This is an optimization exercise on Yosys and OpenROAD, whose aim is small area, not a production implementation.
Only simulation tests tie the RTL to the original design; equivalence was not proved.
The flow treats the clock pin as an ideal source. Dropping or thinning the clock tree relies on that and would not hold on a real chip.
Power and IR drop assume default switching activity.

the reference run:
## top
module top (
    input  logic       clk,    
    input  logic       rst,    
    output logic [3:0] anodo,  
    output logic [6:0] seven,  
    output logic [3:0] col,    
    input  logic [3:0] fil     
);
==> module debounce, before the edit <==
module debounce (
    input  logic clk,
    input  logic rst,           
    input  logic key,           
    output logic key_stable     
);
    logic       s2;
    logic [5:0] y, v;
    logic       fb, sat;
    assign v   = y ^ 6'h2a;
    assign fb  = v[5] ? (v[4] & (~v[2] | v[0])) : (~v[4] | v[2]);
    assign sat = v[5] & v[4] & v[0];
    always_ff @(posedge clk or negedge rst) begin
        if (!rst) begin
            s2         <= 1'b1;
            key_stable <= 1'b1;
        end else begin
            s2 <= key;
            if (sat) key_stable <= s2;
        end
    end
    always_ff @(posedge clk)
        y <= (key ^ s2) ? 6'h00 : ({v[4:0], fb} ^ 6'h2a);
endmodule
==> module top, before the edit <==
module top (
    input  logic       clk,    
    input  logic       rst,    
    output logic [3:0] anodo,  
    output logic [6:0] seven,  
    output logic [3:0] col,    
    input  logic [3:0] fil     
);
    logic [2:0] m6;
    logic       p2;
    logic [3:0] m9;         
    logic [1:0] sel_d;
    logic       ph_d;       
    logic [1:0] cc;
    logic       e6, e12, e54;
    assign e6  = m6[2] & m6[1] & ~m6[0];
    assign e12 = e6 & p2;
    assign e54 = e6 & m9[3] & m9[2];
    always_ff @(posedge clk or negedge rst) begin
        if (!rst) begin
            m6    <= 3'b010;
            p2    <= 1'b0;
            m9    <= 4'b1000;
            sel_d <= 2'd0;
            ph_d  <= 1'b0;
            cc    <= 2'd0;
        end else begin
            m6 <= {m6[1:0], ~m6[2] & (m6[0] | ~m6[1])};
            if (e6) begin
                p2   <= ~p2;
                if (p2) begin
                    ph_d <= ~ph_d;
                    if (!ph_d) sel_d <= sel_d + 2'd1;
                end
                m9 <= {m9[2:0], ~m9[1] & ~(m9[3] ^ m9[0])};
            end
            if (e54) cc <= {cc[0], ~cc[1]};    
        end
    end
    always_comb begin
        case (cc)
            2'b00: col = 4'b0111;
            2'b01: col = 4'b1011;
            2'b11: col = 4'b1101;
            2'b10: col = 4'b1110;
        endcase
        anodo = 4'b1111;
        if (ph_d) anodo[sel_d] = 1'b0;
    end
    logic [1:0] sel;
    assign sel = sel_d + {1'b0, e12 & ~ph_d};
    logic [3:0] filas;
    logic [3:0] boton;
    debounce f0 (.clk(clk), .rst(rst), .key(fil[0]), .key_stable(filas[0]));
    debounce f1 (.clk(clk), .rst(rst), .key(fil[1]), .key_stable(filas[1]));
    debounce f2 (.clk(clk), .rst(rst), .key(fil[2]), .key_stable(filas[2]));
    debounce f3 (.clk(clk), .rst(rst), .key(fil[3]), .key_stable(filas[3]));
    teclado teclado_inst (
        .clk(clk), .rst(rst), .filas(filas), .col_idx({cc[1], cc[1] ^ cc[0]}), .boton(boton)
    );
    logic n1, n2, key_down;
    always_ff @(posedge clk or negedge rst) begin
        if (!rst) begin
            n1       <= 1'b0;
            key_down <= 1'b0;
        end else begin
            key_down <= n2 & n1 & (boton != 4'b1111);
            n1       <= (boton == 4'b1111);
        end
    end
    always_ff @(posedge clk) n2 <= n1;
    localparam logic [1:0] S_A = 2'd0, S_B = 2'd1, S_OP = 2'd2;
    logic [1:0] tgt;
    logic       w;
    logic [9:0] cnt;
    logic       cnt_hi9, cnt_end, cnt_fb;
    assign cnt_hi9 = &cnt[8:0];
    assign cnt_end = cnt_hi9 & cnt[9];
    assign cnt_fb  = ~(cnt[9] ^ cnt[6]) | cnt_hi9;
    logic [3:0] nP1, nP0;    
    logic [3:0] P1, P0;
    assign P1 = ~nP1;
    assign P0 = ~nP0;
    logic [3:0] a_bin;     
    logic [3:0] p_bin;
    bcd_binario conv (.bcd({P1, P0}), .bin(p_bin));
    logic is_star, is_hash, go_wait;
    assign is_star = (boton == 4'b1101);
    assign is_hash = (boton == 4'b1110);
    assign go_wait = key_down & ~w & (~tgt[1] | is_star);
    always_ff @(posedge clk or negedge rst) begin
        if (!rst) begin
            tgt <= S_A;
            w   <= 1'b0;
            nP1 <= 4'b0000;
            nP0 <= 4'b0000;
        end else begin
            if (go_wait) begin
                w <= 1'b1;
                if (is_star) begin
                    tgt <= S_A;
                    nP1 <= 4'b0000;
                    nP0 <= 4'b0000;
                end else if (is_hash) begin
                    if (~tgt[0]) begin
                        tgt <= S_B;
                        nP1 <= 4'b0000;
                        nP0 <= 4'b0000;
                    end else begin
                        tgt <= S_OP;
                        nP1 <= ~p_bin;
                        nP0 <= 4'b0000;
                    end
                end else begin
                    nP1 <= nP0;
                    nP0 <= ~boton;
                end
            end else if (w & cnt_end) begin
                w <= 1'b0;
            end
        end
    end
    always_ff @(posedge clk) begin
        if (go_wait)
            cnt <= 10'h2b6;
        else if (w & cnt_end)
            cnt <= 10'h25c;
        else
            cnt <= {cnt[8:0], cnt_fb};
        if (tgt == S_A)    
            a_bin <= p_bin;
    end
    logic [3:0] q, r;
    logic       shown;
    operacion div (.dividendo(a_bin), .divisor(P1), .cociente(q), .resto(r));
    assign shown = ~w & cnt_end;
    logic       op, res;
    logic [3:0] digit;
    assign op  = tgt[1];
    assign res = op & shown;
    always_comb begin
        case (sel)
            2'd0: digit = res ? r : P0;
            2'd1: digit = P1;
            2'd2: digit = res ? q : 4'b1111;
            2'd3: digit = op ? a_bin : {3'b101, tgt[0]};
        endcase
    end
    display_7seg display (.clk(clk), .rst(rst), .digit(digit), .seven(seven));
endmodule
==> flow/config.mk <==
export PLATFORM = sky130hd
export DESIGN_NAME = top
export DESIGN_NICKNAME = top
export VERILOG_FILES = /design/flow/design.v
export SDC_FILE = /design/flow/constraint.sdc
export NUM_CORES = 4
export LEC_CHECK = 0
export CAP_MARGIN = 20
export CORE_MARGIN = 2
export CORE_UTILIZATION = 40
export CTS_BUF_LIST = sky130_fd_sc_hd__clkbuf_8
export SLEW_MARGIN = 20
==> flow/constraint.sdc <==
create_clock -name core_clock -period 6.0 [get_ports {clk}]
set_input_delay 1.2000 -clock core_clock [delete_from_list [all_inputs] [get_ports {clk}]]
set_output_delay 1.2000 -clock core_clock [all_outputs]
set_load 0.01 [all_outputs]
standard.sh (not shown) runs the stock make flow with config.mk's settings and CLKGATE_MAP_FILE= SYNTH_SCRIPT=/design/flow/synth_recipe.tcl, a recipe that flattens the netlist after the stock synthesis.
==> flow/flow/run.sh <==
#!/bin/bash
# Layout flow: the standard ORFS flow (standard.sh) with three changes:
#  - synthesis maps adders as plain logic (no ha/fa cells) and runs ABC with
#    an area-oriented mapping script (flow/abc.script) instead of ORFS's;
#    everything else in synthesis is synth_recipe.tcl unchanged;
#  - the port buffers are sky130_fd_sc_hd__buf_1;
#  - the clock tree is three clock buffers driven by the clock port, each
#    driving a third of the flip-flops (split along x; flow/cts_pre.tcl).
set -uo pipefail
W=$PWD
export MANUAL_CTS_BUF=sky130_fd_sc_hd__clkbuf_16
export MANUAL_CTS_GROUPS=3
# synthesis script: synth_recipe.tcl with the abc command's -script replaced
{
  head -n 1 synth_recipe.tcl
  cat <<EOT
proc abc {args} {
  set i [lsearch -exact \$args -script]
  if { \$i >= 0 } { lset args [expr {\$i + 1}] $W/flow/abc.script }
  yosys abc {*}\$args
}
EOT
  tail -n +2 synth_recipe.tcl
} > synth_area.tcl
bash standard.sh SYNTH_SCRIPT=$W/synth_area.tcl ADDER_MAP_FILE= \
  "BUFFER_PORTS_ARGS=-buffer_cell sky130_fd_sc_hd__buf_1" \
  PRE_CTS_TCL=$W/flow/cts_pre.tcl \
  finish > standard_run.log 2>&1
Other scripts of this flow, unchanged in this note and not shown: flow/flow/abc.script, flow/flow/cts_pre.tcl
The reference run reached the final stage; the timing, design-rule and antenna checks on its layout passed.
--- input diff the reference run..the trial run ---
--- a/flow/design.v
+++ b/flow/design.v
@@ -8,28 +8,27 @@
     input  logic clk,
     input  logic rst,           
     input  logic key,           
     output logic key_stable     
 );
     logic       s2;
-    logic [5:0] y, v;
+    logic [5:0] cnt;
     logic       fb, sat;
-    assign v   = y ^ 6'h2a;
-    assign fb  = v[5] ? (v[4] & (~v[2] | v[0])) : (~v[4] | v[2]);
-    assign sat = v[5] & v[4] & v[0];
+    assign fb  = cnt[0] ^ ~(cnt[5] | (cnt[2] & cnt[1]));
+    assign sat = cnt[5] & cnt[4] & cnt[2];
     always_ff @(posedge clk or negedge rst) begin
         if (!rst) begin
             s2         <= 1'b1;
             key_stable <= 1'b1;
         end else begin
             s2 <= key;
             if (sat) key_stable <= s2;
         end
     end
     always_ff @(posedge clk)
-        y <= (key ^ s2) ? 6'h00 : ({v[4:0], fb} ^ 6'h2a);
+        cnt <= (key ^ s2) ? 6'h20 : {cnt[4:0], fb};
 endmodule
 module display_bin_hex (
     input  logic [3:0] switch,
     output logic [6:0] seven  
 );
     always_comb begin
@@ -138,34 +137,30 @@
     input  logic [3:0] fil     
 );
     logic [2:0] m6;
     logic       p2;
     logic [3:0] m9;         
     logic [1:0] sel_d;
-    logic       ph_d;       
+    logic       nph_d;      
     logic [1:0] cc;
     logic       e6, e12, e54;
     assign e6  = m6[2] & m6[1] & ~m6[0];
     assign e12 = e6 & p2;
     assign e54 = e6 & m9[3] & m9[2];
     always_ff @(posedge clk or negedge rst) begin
         if (!rst) begin
             m6    <= 3'b010;
             p2    <= 1'b0;
             m9    <= 4'b1000;
             sel_d <= 2'd0;
-            ph_d  <= 1'b0;
+            nph_d <= 1'b1;
             cc    <= 2'd0;
         end else begin
             m6 <= {m6[1:0], ~m6[2] & (m6[0] | ~m6[1])};
             if (e6) begin
-                p2   <= ~p2;
-                if (p2) begin
-                    ph_d <= ~ph_d;
-                    if (!ph_d) sel_d <= sel_d + 2'd1;
-                end
+                {sel_d, nph_d, p2} <= {sel_d, nph_d, p2} + 4'd1;
                 m9 <= {m9[2:0], ~m9[1] & ~(m9[3] ^ m9[0])};
             end
             if (e54) cc <= {cc[0], ~cc[1]};    
         end
     end
     always_comb begin
@@ -173,16 +168,16 @@
             2'b00: col = 4'b0111;
             2'b01: col = 4'b1011;
             2'b11: col = 4'b1101;
             2'b10: col = 4'b1110;
         endcase
         anodo = 4'b1111;
-        if (ph_d) anodo[sel_d] = 1'b0;
+        if (!nph_d) anodo[sel_d] = 1'b0;
     end
     logic [1:0] sel;
-    assign sel = sel_d + {1'b0, e12 & ~ph_d};
+    assign sel = sel_d + {1'b0, e12 & nph_d};
     logic [3:0] filas;
     logic [3:0] boton;
     debounce f0 (.clk(clk), .rst(rst), .key(fil[0]), .key_stable(filas[0]));
     debounce f1 (.clk(clk), .rst(rst), .key(fil[1]), .key_stable(filas[1]));
     debounce f2 (.clk(clk), .rst(rst), .key(fil[2]), .key_stable(filas[2]));
     debounce f3 (.clk(clk), .rst(rst), .key(fil[3]), .key_stable(filas[3]));
@@ -205,49 +200,46 @@
     logic       w;
     logic [9:0] cnt;
     logic       cnt_hi9, cnt_end, cnt_fb;
     assign cnt_hi9 = &cnt[8:0];
     assign cnt_end = cnt_hi9 & cnt[9];
     assign cnt_fb  = ~(cnt[9] ^ cnt[6]) | cnt_hi9;
-    logic [3:0] nP1, nP0;    
     logic [3:0] P1, P0;
-    assign P1 = ~nP1;
-    assign P0 = ~nP0;
     logic [3:0] a_bin;     
     logic [3:0] p_bin;
     bcd_binario conv (.bcd({P1, P0}), .bin(p_bin));
     logic is_star, is_hash, go_wait;
     assign is_star = (boton == 4'b1101);
     assign is_hash = (boton == 4'b1110);
     assign go_wait = key_down & ~w & (~tgt[1] | is_star);
     always_ff @(posedge clk or negedge rst) begin
         if (!rst) begin
             tgt <= S_A;
             w   <= 1'b0;
-            nP1 <= 4'b0000;
-            nP0 <= 4'b0000;
+            P1  <= 4'b1111;
+            P0  <= 4'b1111;
         end else begin
             if (go_wait) begin
                 w <= 1'b1;
                 if (is_star) begin
                     tgt <= S_A;
-                    nP1 <= 4'b0000;
-                    nP0 <= 4'b0000;
+                    P1  <= 4'b1111;
+                    P0  <= 4'b1111;
                 end else if (is_hash) begin
                     if (~tgt[0]) begin
                         tgt <= S_B;
-                        nP1 <= 4'b0000;
-                        nP0 <= 4'b0000;
+                        P1  <= 4'b1111;
+                        P0  <= 4'b1111;
                     end else begin
                         tgt <= S_OP;
-                        nP1 <= ~p_bin;
-                        nP0 <= 4'b0000;
+                        P1  <= p_bin;
+                        P0  <= 4'b1111;
                     end
                 end else begin
-                    nP1 <= nP0;
-                    nP0 <= ~boton;
+                    P1 <= P0;
+                    P0 <= boton;
                 end
             end else if (w & cnt_end) begin
                 w <= 1'b0;
             end
         end
     end
- The lower placed cell area came out of the reference run.
- | synthesized cell count | lower: the trial run |
- Comparing number of cells on the worst reg-to-reg path for the reference run and the trial run, the bigger number came from the trial run.
- From the reference run to the trial run the numbers moved as follows: growth of design area from synthesis to finish flat; transition at the pin with the smallest max-transition slack went down by 33 ps; wire length rose 3.2%.
- The trial run ends up with lower power after layout than the reference run does.
No run of this note takes its clock network from TritonCTS; it comes from the design's own scripts or RTL.

[port drivers added, routing unchanged]
No port has a modelled driver above. Below, the same layouts with a new extraction and two added sets of constraints.
Step 1, drivers: a clkbuf_16 drives clk and a buf_2 each remaining input, both assumed.
Step 2, shift: input delay + t, output delay - t, t = (earliest + latest rising clock arrival at the registers) / 2. This alone moves slack from input paths to output paths.
Three values: no drivers, after step 1, after step 2; two values: the first two.
run | shift t [ns] | setup slack, ns | slew at the worst register clock pin (ns) | pins driven straight from the clock port
the reference run | 0.225 | 3.219 / 3.219 / 3.219 | 0.11 / 0.11 | 3
the trial run | 0.225 | 2.343 / 2.343 / 2.343 | 0.11 / 0.11 | 3
After both steps setup and hold are still met in every run listed.
